Context: an optimization exercise on an open-source flow, tuned for small area. The choices shown serve that exercise and are no tape-out recipe. The RTL was checked by simulation tests, not by an equivalence proof against the original design. Power figures rest on the tool's default switching activity, not on a simulated workload.

==> inputs of run a <==
==> flow/design.v <==
module SizedFIFO(CLK, RST_N, D_IN, ENQ, D_OUT, DEQ, EMPTY_N);
   parameter p1width = 37;
   input                   CLK;
   input                   RST_N;
   input [p1width-1:0]     D_IN;
   input                   ENQ;
   input                   DEQ;
   output [p1width-1:0]    D_OUT;
   output                  EMPTY_N;
   reg [p1width-1:0]       head;      
   reg                     hv;        
   reg [7*p1width-1:0]     ring;      
   reg [2:0]               wp;        
   reg [2:0]               rp;        
   reg                     re;        
   wire [2:0] wp_inc = (wp == 3'd6) ? 3'd0 : wp + 3'd1;
   wire [2:0] rp_inc = (rp == 3'd6) ? 3'd0 : rp + 3'd1;
   wire to_head   = ENQ && (!hv || (DEQ && re));
   wire to_ring   = ENQ && !to_head;
   wire from_ring = DEQ && !re;
   integer j;
   wire [6:0] we;
   genvar g;
   for (g = 0; g < 7; g = g + 1) begin: wsel
      assign we[g] = to_ring && (wp == g);
   end
   always @(posedge CLK) begin
      for (j = 0; j < 7; j = j + 1)
        if (we[j])
          ring[j*p1width +: p1width] <= D_IN;
   end
   wire hold = !to_head && !from_ring;
   wire [8:0] hsel;
   for (g = 0; g < 7; g = g + 1) begin: hs
      assign hsel[g] = from_ring && !to_head && (rp == g);
   end
   assign hsel[7] = to_head;
   assign hsel[8] = hold;
   wire [p1width-1:0] nxt;
   genvar b;
   for (b = 0; b < p1width; b = b + 1) begin: hmux
      AoMux9 m(.s(hsel),
               .d({head[b], D_IN[b], ring[6*p1width+b], ring[5*p1width+b],
                   ring[4*p1width+b], ring[3*p1width+b], ring[2*p1width+b],
                   ring[p1width+b], ring[b]}),
               .y(nxt[b]));
   end
   always @(posedge CLK)
      head <= nxt;
   always @(posedge CLK) begin
      if (!RST_N) begin
         wp <= 3'd0;
         rp <= 3'd0;
         re <= 1'b1;
         hv <= 1'b0;
      end
      else begin
         if (to_ring)
           wp <= wp_inc;
         if (from_ring)
           rp <= rp_inc;
         if (to_ring)
           re <= 1'b0;
         else if (from_ring)
           re <= (rp_inc == wp);
         if (ENQ)
           hv <= 1'b1;
         else if (DEQ)
           hv <= !re;
      end
   end
   assign D_OUT = head;
   assign EMPTY_N = hv;
endmodule
module Aoi222(a0, b0, a1, b1, a2, b2, y);
   input  a0, b0, a1, b1, a2, b2;
   output y;
   assign y = ~((a0 & b0) | (a1 & b1) | (a2 & b2));
endmodule
module Aoi22(a0, b0, a1, b1, y);
   input  a0, b0, a1, b1;
   output y;
   assign y = ~((a0 & b0) | (a1 & b1));
endmodule
module Nand3(a, b, c, y);
   input  a, b, c;
   output y;
   assign y = ~(a & b & c);
endmodule
module AoMux9(s, d, y);
   input  [8:0] s, d;
   output       y;
   wire n0, n1, n2;
   Aoi222 g0(.a0(s[0]), .b0(d[0]), .a1(s[1]), .b1(d[1]), .a2(s[2]), .b2(d[2]), .y(n0));
   Aoi222 g1(.a0(s[3]), .b0(d[3]), .a1(s[4]), .b1(d[4]), .a2(s[5]), .b2(d[5]), .y(n1));
   Aoi222 g2(.a0(s[6]), .b0(d[6]), .a1(s[7]), .b1(d[7]), .a2(s[8]), .b2(d[8]), .y(n2));
   Nand3  g3(.a(n0), .b(n1), .c(n2), .y(y));
endmodule
module AoMux8(s, d, y);
   input  [7:0] s, d;
   output       y;
   wire n0, n1, n2;
   Aoi222 g0(.a0(s[0]), .b0(d[0]), .a1(s[1]), .b1(d[1]), .a2(s[2]), .b2(d[2]), .y(n0));
   Aoi222 g1(.a0(s[3]), .b0(d[3]), .a1(s[4]), .b1(d[4]), .a2(s[5]), .b2(d[5]), .y(n1));
   Aoi22  g2(.a0(s[6]), .b0(d[6]), .a1(s[7]), .b1(d[7]), .y(n2));
   Nand3  g3(.a(n0), .b(n1), .c(n2), .y(y));
endmodule
module Xbar(CLK, RST_N,
            i_valid, i_prio, i_tail, i_dst, i_vc, i_data,
            o_valid, o_prio, o_tail, o_dst, o_vc, o_data,
            i_cred, i_cred_valid,
            o_cred_en);
    parameter N    = 8;
    parameter DST  = 3;
    parameter DATA = 32;
    localparam QW  = 1+1+DST+DATA;    
    input CLK, RST_N;
    input  [N-1:0]      i_valid;
    input  [N-1:0]      i_prio;
    input  [N-1:0]      i_tail;
    input  [N*DST-1:0]  i_dst;
    input  [N-1:0]      i_vc;
    input  [N*DATA-1:0] i_data;
    output reg [N-1:0]      o_valid;
    output reg [N-1:0]      o_prio;
    output reg [N-1:0]      o_tail;
    output     [N*DST-1:0]  o_dst;
    output reg [N-1:0]      o_vc;
    output     [N*DATA-1:0] o_data;
    output     [N-1:0]      i_cred;
    output reg [N-1:0]      i_cred_valid;
    input  [N-1:0]      o_cred_en;
    reg [N-2:0] ge_r;
    wire [N-1:0] ge = {1'b1, ge_r};
    always @(posedge CLK)
        if (!RST_N) ge_r <= {(N-1){1'b1}};
        else        ge_r <= {ge_r[N-3:0], 1'b0} | {(N-1){~ge_r[N-2]}};
    reg [N-1:0] vc_r;
    integer in, out;
    always @(posedge CLK)
        for (in = 0; in < N; in = in + 1)
            if (i_valid[in]) vc_r[in] <= i_vc[in];
    assign i_cred = vc_r;
    reg [3:0] used [0:N-1];
    wire [N-1:0] cred_ok;
    wire [N-1:0]    f_prio, f_tail, f_elig;
    wire [DST-1:0]  f_dst  [0:N-1];
    wire [DATA-1:0] f_data [0:N-1];
    genvar i, o;
    generate
        for (i = 0; i < N; i = i + 1) begin: ififos
            SizedFIFO #(.p1width(QW)) inQ
                (.CLK(CLK), .RST_N(RST_N),
                 .D_IN({i_prio[i], i_tail[i], i_dst[i*DST +: DST], i_data[i*DATA +: DATA]}),
                 .ENQ(i_valid[i]),
                 .D_OUT({f_prio[i], f_tail[i], f_dst[i], f_data[i]}),
                 .DEQ(i_cred_valid[i]),
                 .EMPTY_N(f_elig[i]));
        end
        for (o = 0; o < N; o = o + 1) begin: odst
            assign o_dst[o*DST +: DST] = o;
            assign cred_ok[o] = (used[o] != 4'd8);
        end
    endgenerate
    reg [N-1:0] req   [0:N-1];
    reg [N-1:0] req_hi;
    reg [N-1:0] grant [0:N-1];
    reg         seen, seen_hi;
    always @(*) begin
        for (out = 0; out < N; out = out + 1) begin
            for (in = 0; in < N; in = in + 1)
                req[out][in] = f_elig[in] && (f_dst[in] == out);
            req_hi = req[out] & ge;
            seen = 1'b0;
            seen_hi = 1'b0;
            for (in = 0; in < N; in = in + 1) begin
                grant[out][in] = req_hi[in] ? !seen_hi
                                            : (req[out][in] && !seen && (req_hi == 0));
                seen = seen | req[out][in];
                seen_hi = seen_hi | req_hi[in];
            end
        end
    end
    always @(*) begin
        for (in = 0; in < N; in = in + 1) begin
            i_cred_valid[in] = 1'b0;
            for (out = 0; out < N; out = out + 1)
                if (grant[out][in] && cred_ok[out]) i_cred_valid[in] = 1'b1;
        end
        for (out = 0; out < N; out = out + 1) begin
            o_valid[out] = cred_ok[out] && (grant[out] != 0);
        end
    end
    wire [DATA+2:0] hd [0:N-1];      
    generate
        for (i = 0; i < N; i = i + 1) begin: hdw
            assign hd[i] = {vc_r[i], f_prio[i], f_tail[i], f_data[i]};
        end
        for (o = 0; o < N; o = o + 1) begin: xo
            wire [DATA+2:0] y;
            for (i = 0; i < DATA+3; i = i + 1) begin: xb
                AoMux8 m(.s(grant[o]),
                         .d({hd[7][i], hd[6][i], hd[5][i], hd[4][i],
                             hd[3][i], hd[2][i], hd[1][i], hd[0][i]}),
                         .y(y[i]));
            end
            assign o_data[o*DATA +: DATA] = y[DATA-1:0];
            always @(*) begin
                o_tail[o] = y[DATA];
                o_prio[o] = y[DATA+1];
                o_vc[o]   = y[DATA+2];
            end
        end
    endgenerate
    always @(posedge CLK)
        for (out = 0; out < N; out = out + 1)
            if (!RST_N)
                used[out] <= 4'd0;
            else if (o_valid[out] && !o_cred_en[out])
                used[out] <= used[out] + 4'd1;
            else if (!o_valid[out] && o_cred_en[out])
                used[out] <= used[out] - 4'd1;
endmodule
==> flow/flow/run.sh <==
#!/bin/bash
# Own layout flow: the standard ORFS flow with these changes.
#  1. Synthesis maps with an area-recovering ABC script (flow/abc_area.script,
#     selected by ABC_AREA=1 in config.mk) instead of ORFS's copy of it.
#  2. Port buffers are the smallest buffer (buf_1); repair_design upsizes
#     them where needed.
#  3. Clock tree: clkbuf_8 (clkbuf_16 at the root), sink clusters of up to
#     14 flip-flops, no dummy loads.
# Each step's full output goes to its own log in this folder; ORFS's own
# per-step logs stay under orfs/logs.
set -euo pipefail
W=$PWD
rm -rf "$W/own_scripts"
cp -r "$FLOW_HOME/scripts" "$W/own_scripts"
cp "$W/flow/abc_area.script" "$W/own_scripts/abc_area.script"
SCRIPTS_DIR="$W/own_scripts" bash standard.sh synth > "$W/own_synth.log" 2>&1
export BUFFER_PORTS_ARGS="-buffer_cell sky130_fd_sc_hd__buf_1"
export CTS_ARGS="-sink_clustering_enable -repair_clock_nets -buf_list sky130_fd_sc_hd__clkbuf_8 -root_buf sky130_fd_sc_hd__clkbuf_16 -sink_clustering_size 14 -sink_clustering_max_diameter 45 -dont_use_dummy_load"
bash standard.sh > "$W/own_layout.log" 2>&1
==> flow/flow/abc_area.script <==
strash
&get -n
&dch -f
&nf -R 1000
&put
topo
==> flow/standard.sh <==
#!/bin/bash
# synth_recipe.tcl (not shown) runs the flow's synth.tcl, then flattens the netlist and writes it again
# the make line also repeats each setting of config.mk as NAME=value (left out here)
make -C /OpenROAD-flow-scripts/flow DESIGN_CONFIG=/design/flow/config.mk WORK_HOME=/design/flow/orfs CLKGATE_MAP_FILE= SYNTH_SCRIPT=/design/flow/synth_recipe.tcl "${@:-finish}"
==> flow/config.mk <==
export PLATFORM = sky130hd
export DESIGN_NAME = Xbar
export DESIGN_NICKNAME = Xbar
export VERILOG_FILES = /design/flow/design.v
export SDC_FILE = /design/flow/constraint.sdc
export NUM_CORES = 4
export LEC_CHECK = 0
export ABC_AREA = 1
export CAP_MARGIN = 15
export CELL_PAD_IN_SITES_DETAIL_PLACEMENT = 1
export CELL_PAD_IN_SITES_GLOBAL_PLACEMENT = 2
export CORE_MARGIN = 2
export CORE_UTILIZATION = 42
export PLACE_DENSITY = 0.52
export SETUP_SLACK_MARGIN = 0.05
export SLEW_MARGIN = 15
export SYNTH_HIERARCHICAL = 1
export SYNTH_MINIMUM_KEEP_SIZE = 0
==> flow/constraint.sdc <==
create_clock -name core_clock -period 8.0 [get_ports {CLK}]
set_input_delay 1.6000 -clock core_clock [delete_from_list [all_inputs] [get_ports {CLK}]]
set_output_delay 1.6000 -clock core_clock [all_outputs]
set_load 0.01 [all_outputs]
==> run b (differences from run a) <==
==> flow/design.v, changed modules only <==
module SizedFIFO(CLK, RST_N, D_IN, ENQ, D_OUT, DEQ, EMPTY_N);
   parameter p1width = 37;
   input                   CLK;
   input                   RST_N;
   input [p1width-1:0]     D_IN;
   input                   ENQ;
   input                   DEQ;
   output [p1width-1:0]    D_OUT;
   output                  EMPTY_N;
   reg [p1width-1:0]       head;      
   reg                     hv;        
   reg [p1width-1:0]       arr [0:6];
   reg [2:0]               wp;        
   reg [2:0]               rp;        
   reg                     re;        
   wire [2:0] wp_inc = (wp == 3'd6) ? 3'd0 : wp + 3'd1;
   wire [2:0] rp_inc = (rp == 3'd6) ? 3'd0 : rp + 3'd1;
   wire to_head   = ENQ && (!hv || (DEQ && re));
   wire to_ring   = ENQ && !to_head;
   wire from_ring = DEQ && !re;
   integer j;
   always @(posedge CLK) begin
      for (j = 0; j < 7; j = j + 1)
        if (to_ring && wp == j)
          arr[j] <= D_IN;
   end
   reg [p1width-1:0] nxt;
   always @(*) begin
      nxt = {p1width{1'b0}};
      for (j = 0; j < 7; j = j + 1)
        nxt = nxt | ({p1width{rp == j}} & arr[j]);
   end
   always @(posedge CLK) begin
      if (to_head)
        head <= D_IN;
      else if (from_ring)
        head <= nxt;
   end
   always @(posedge CLK) begin
      if (!RST_N) begin
         wp <= 3'd0;
         rp <= 3'd0;
         re <= 1'b1;
         hv <= 1'b0;
      end
      else begin
         if (to_ring)
           wp <= wp_inc;
         if (from_ring)
           rp <= rp_inc;
         if (to_ring)
           re <= 1'b0;
         else if (from_ring)
           re <= (rp_inc == wp);
         if (ENQ)
           hv <= 1'b1;
         else if (DEQ)
           hv <= !re;
      end
   end
   assign D_OUT = head;
   assign EMPTY_N = hv;
endmodule
module Xbar(CLK, RST_N,
            i_valid, i_prio, i_tail, i_dst, i_vc, i_data,
            o_valid, o_prio, o_tail, o_dst, o_vc, o_data,
            i_cred, i_cred_valid,
            o_cred_en);
    parameter N    = 8;
    parameter DST  = 3;
    parameter DATA = 32;
    localparam QW  = 1+1+DST+DATA;    
    input CLK, RST_N;
    input  [N-1:0]      i_valid;
    input  [N-1:0]      i_prio;
    input  [N-1:0]      i_tail;
    input  [N*DST-1:0]  i_dst;
    input  [N-1:0]      i_vc;
    input  [N*DATA-1:0] i_data;
    output reg [N-1:0]      o_valid;
    output reg [N-1:0]      o_prio;
    output reg [N-1:0]      o_tail;
    output     [N*DST-1:0]  o_dst;
    output reg [N-1:0]      o_vc;
    output reg [N*DATA-1:0] o_data;
    output     [N-1:0]      i_cred;
    output reg [N-1:0]      i_cred_valid;
    input  [N-1:0]      o_cred_en;
    reg [N-2:0] ge_r;
    wire [N-1:0] ge = {1'b1, ge_r};
    always @(posedge CLK)
        if (!RST_N) ge_r <= {(N-1){1'b1}};
        else        ge_r <= {ge_r[N-3:0], 1'b0} | {(N-1){~ge_r[N-2]}};
    reg [N-1:0] vc_r;
    integer in, out;
    always @(posedge CLK)
        for (in = 0; in < N; in = in + 1)
            if (i_valid[in]) vc_r[in] <= i_vc[in];
    assign i_cred = vc_r;
    reg [3:0] used [0:N-1];
    wire [N-1:0] cred_ok;
    wire [N-1:0]    f_prio, f_tail, f_elig;
    wire [DST-1:0]  f_dst  [0:N-1];
    wire [DATA-1:0] f_data [0:N-1];
    genvar i, o;
    generate
        for (i = 0; i < N; i = i + 1) begin: ififos
            SizedFIFO #(.p1width(QW)) inQ
                (.CLK(CLK), .RST_N(RST_N),
                 .D_IN({i_prio[i], i_tail[i], i_dst[i*DST +: DST], i_data[i*DATA +: DATA]}),
                 .ENQ(i_valid[i]),
                 .D_OUT({f_prio[i], f_tail[i], f_dst[i], f_data[i]}),
                 .DEQ(i_cred_valid[i]),
                 .EMPTY_N(f_elig[i]));
        end
        for (o = 0; o < N; o = o + 1) begin: odst
            assign o_dst[o*DST +: DST] = o;
            assign cred_ok[o] = (used[o] != 4'd8);
        end
    endgenerate
    reg [N-1:0] req   [0:N-1];
    reg [N-1:0] req_hi;
    reg [N-1:0] grant [0:N-1];
    reg         seen, seen_hi;
    always @(*) begin
        for (out = 0; out < N; out = out + 1) begin
            for (in = 0; in < N; in = in + 1)
                req[out][in] = f_elig[in] && (f_dst[in] == out);
            req_hi = req[out] & ge;
            seen = 1'b0;
            seen_hi = 1'b0;
            for (in = 0; in < N; in = in + 1) begin
                grant[out][in] = req_hi[in] ? !seen_hi
                                            : (req[out][in] && !seen && (req_hi == 0));
                seen = seen | req[out][in];
                seen_hi = seen_hi | req_hi[in];
            end
        end
    end
    always @(*) begin
        for (in = 0; in < N; in = in + 1) begin
            i_cred_valid[in] = 1'b0;
            for (out = 0; out < N; out = out + 1)
                if (grant[out][in] && cred_ok[out]) i_cred_valid[in] = 1'b1;
        end
        for (out = 0; out < N; out = out + 1) begin
            o_valid[out] = cred_ok[out] && (grant[out] != 0);
            o_prio[out]  = |(grant[out] & f_prio);
            o_tail[out]  = |(grant[out] & f_tail);
            o_vc[out]    = |(grant[out] & vc_r);
            o_data[out*DATA +: DATA] = 0;
            for (in = 0; in < N; in = in + 1)
                o_data[out*DATA +: DATA] = o_data[out*DATA +: DATA]
                                         | ({DATA{grant[out][in]}} & f_data[in]);
        end
    end
    always @(posedge CLK)
        for (out = 0; out < N; out = out + 1)
            if (!RST_N)
                used[out] <= 4'd0;
            else if (o_valid[out] && !o_cred_en[out])
                used[out] <= used[out] + 4'd1;
            else if (!o_valid[out] && o_cred_en[out])
                used[out] <= used[out] - 4'd1;
endmodule
// module Aoi222 removed
// module Aoi22 removed
// module Nand3 removed
// module AoMux9 removed
// module AoMux8 removed
==> flow/run.sh (new file) <==
#!/bin/bash
# synth_recipe.tcl (not shown) runs the flow's synth.tcl, then flattens the netlist and writes it again
# the make line also repeats each setting of config.mk as NAME=value (left out here)
make -C /OpenROAD-flow-scripts/flow DESIGN_CONFIG=/design/flow/config.mk WORK_HOME=/design/flow/orfs CLKGATE_MAP_FILE= SYNTH_SCRIPT=/design/flow/synth_recipe.tcl finish
- CAP_MARGIN: 15 -> 20
- CORE_UTILIZATION: 42 -> 40
- CTS_BUF_LIST: default -> sky130_fd_sc_hd__clkbuf_8
- CTS_CLUSTER_DIAMETER: default -> 45
- CTS_CLUSTER_SIZE: default -> 14
- PLACE_DENSITY: 0.52 -> 0.5
- SLEW_MARGIN: 15 -> 20
- SYNTH_HIERARCHICAL: 1 -> default
- SYNTH_MINIMUM_KEEP_SIZE: 0 -> default
removed: flow/flow/run.sh
removed: flow/flow/abc_area.script
removed: flow/standard.sh
==> summary of the runs <==
Between run b and run a, the lower clock power is in run a (gap about 34%, measured against run a). Of run a and run b, run a has the higher utilization (gap 1.4 points). Against run b, the die area of run a is smaller by 16%. In run a the worst hold slack is worse than in run b, by 0.051 ns. Between run a and run b, the lower final cell count is in run a (gap 29%, measured against run b). Between run a and run b, the lower first-iteration DRC count is in run b (gap about 65%, measured against run b). Run b completed with no timing, DRC or antenna violations. Run a completed, yet does not pass: negative setup slack. Between run a and run b, the lower combinational power is in run b (gap about 8%, measured against run b). Against run a, the critical path depth of run b is higher by 3.
==> figures <==
                                                                         run b                       run a
Result of the run                             no timing/DRC/antenna violations  complete, but fails checks
Violated checks                                                              -        negative setup slack
Non-clock buffer area fraction after layout                             0.0655                      0.0385
Post-synthesis xor/xnor area fraction                                  0.00328                     0.00290
Proportion of netlist area held by the largest area contributor          0.653                       0.647
Routed WL                                                            539000 µm                   453000 µm
Seq power                                                              17.1 mW                     19.8 mW
Final std cell area, no fill                                        128000 µm²                  111000 µm²
Number of placed instances, taps included                                13500                        9789
Clock latency of the later-clocked register in the worst-skew pair     1.08 ns                     0.91 ns
Nets                                                                     10700                        7466
Total iterations of the first detailed-routing run                           6                          17
Number of setup violations in the final report                               0                           1
Total chip power                                                       39.3 mW                     40.1 mW
Final core utilization                                                   0.472                       0.485
Hold-critical path endpoint                                         used[1][3]      ififos[2].inQ.head[20]
Tapcells                                                                  3570                        3009
Clock buffer count in the final layout                                     339                         314
Rows                                                                       191                         175

-- port drivers added, routing unchanged --
In the flow no input, the clock included, has a driving cell. The finished layouts below were timed again as built, in two steps. Step 1 sets driving cells, clkbuf_16 on the clock port and buf_2 on the other inputs (assumed; they add their load-dependent delay and slew). Step 2 adds t to the input delays and takes it off the output delays; t is the mean of the earliest and latest rising clock arrival at the registers after step 1. Input paths then give back, and output paths get back, about the clock's delay inside the block. Slacks: no drivers / after step 1 / after step 2; pairs: no drivers / after step 1.
run	t, ns	setup WS [ns]	worst setup path after step 2
run a	0.951	-0.002 / -0.110 / 0.490	register to register
run b	1.164	0.041 / -0.065 / 1.099	register to output
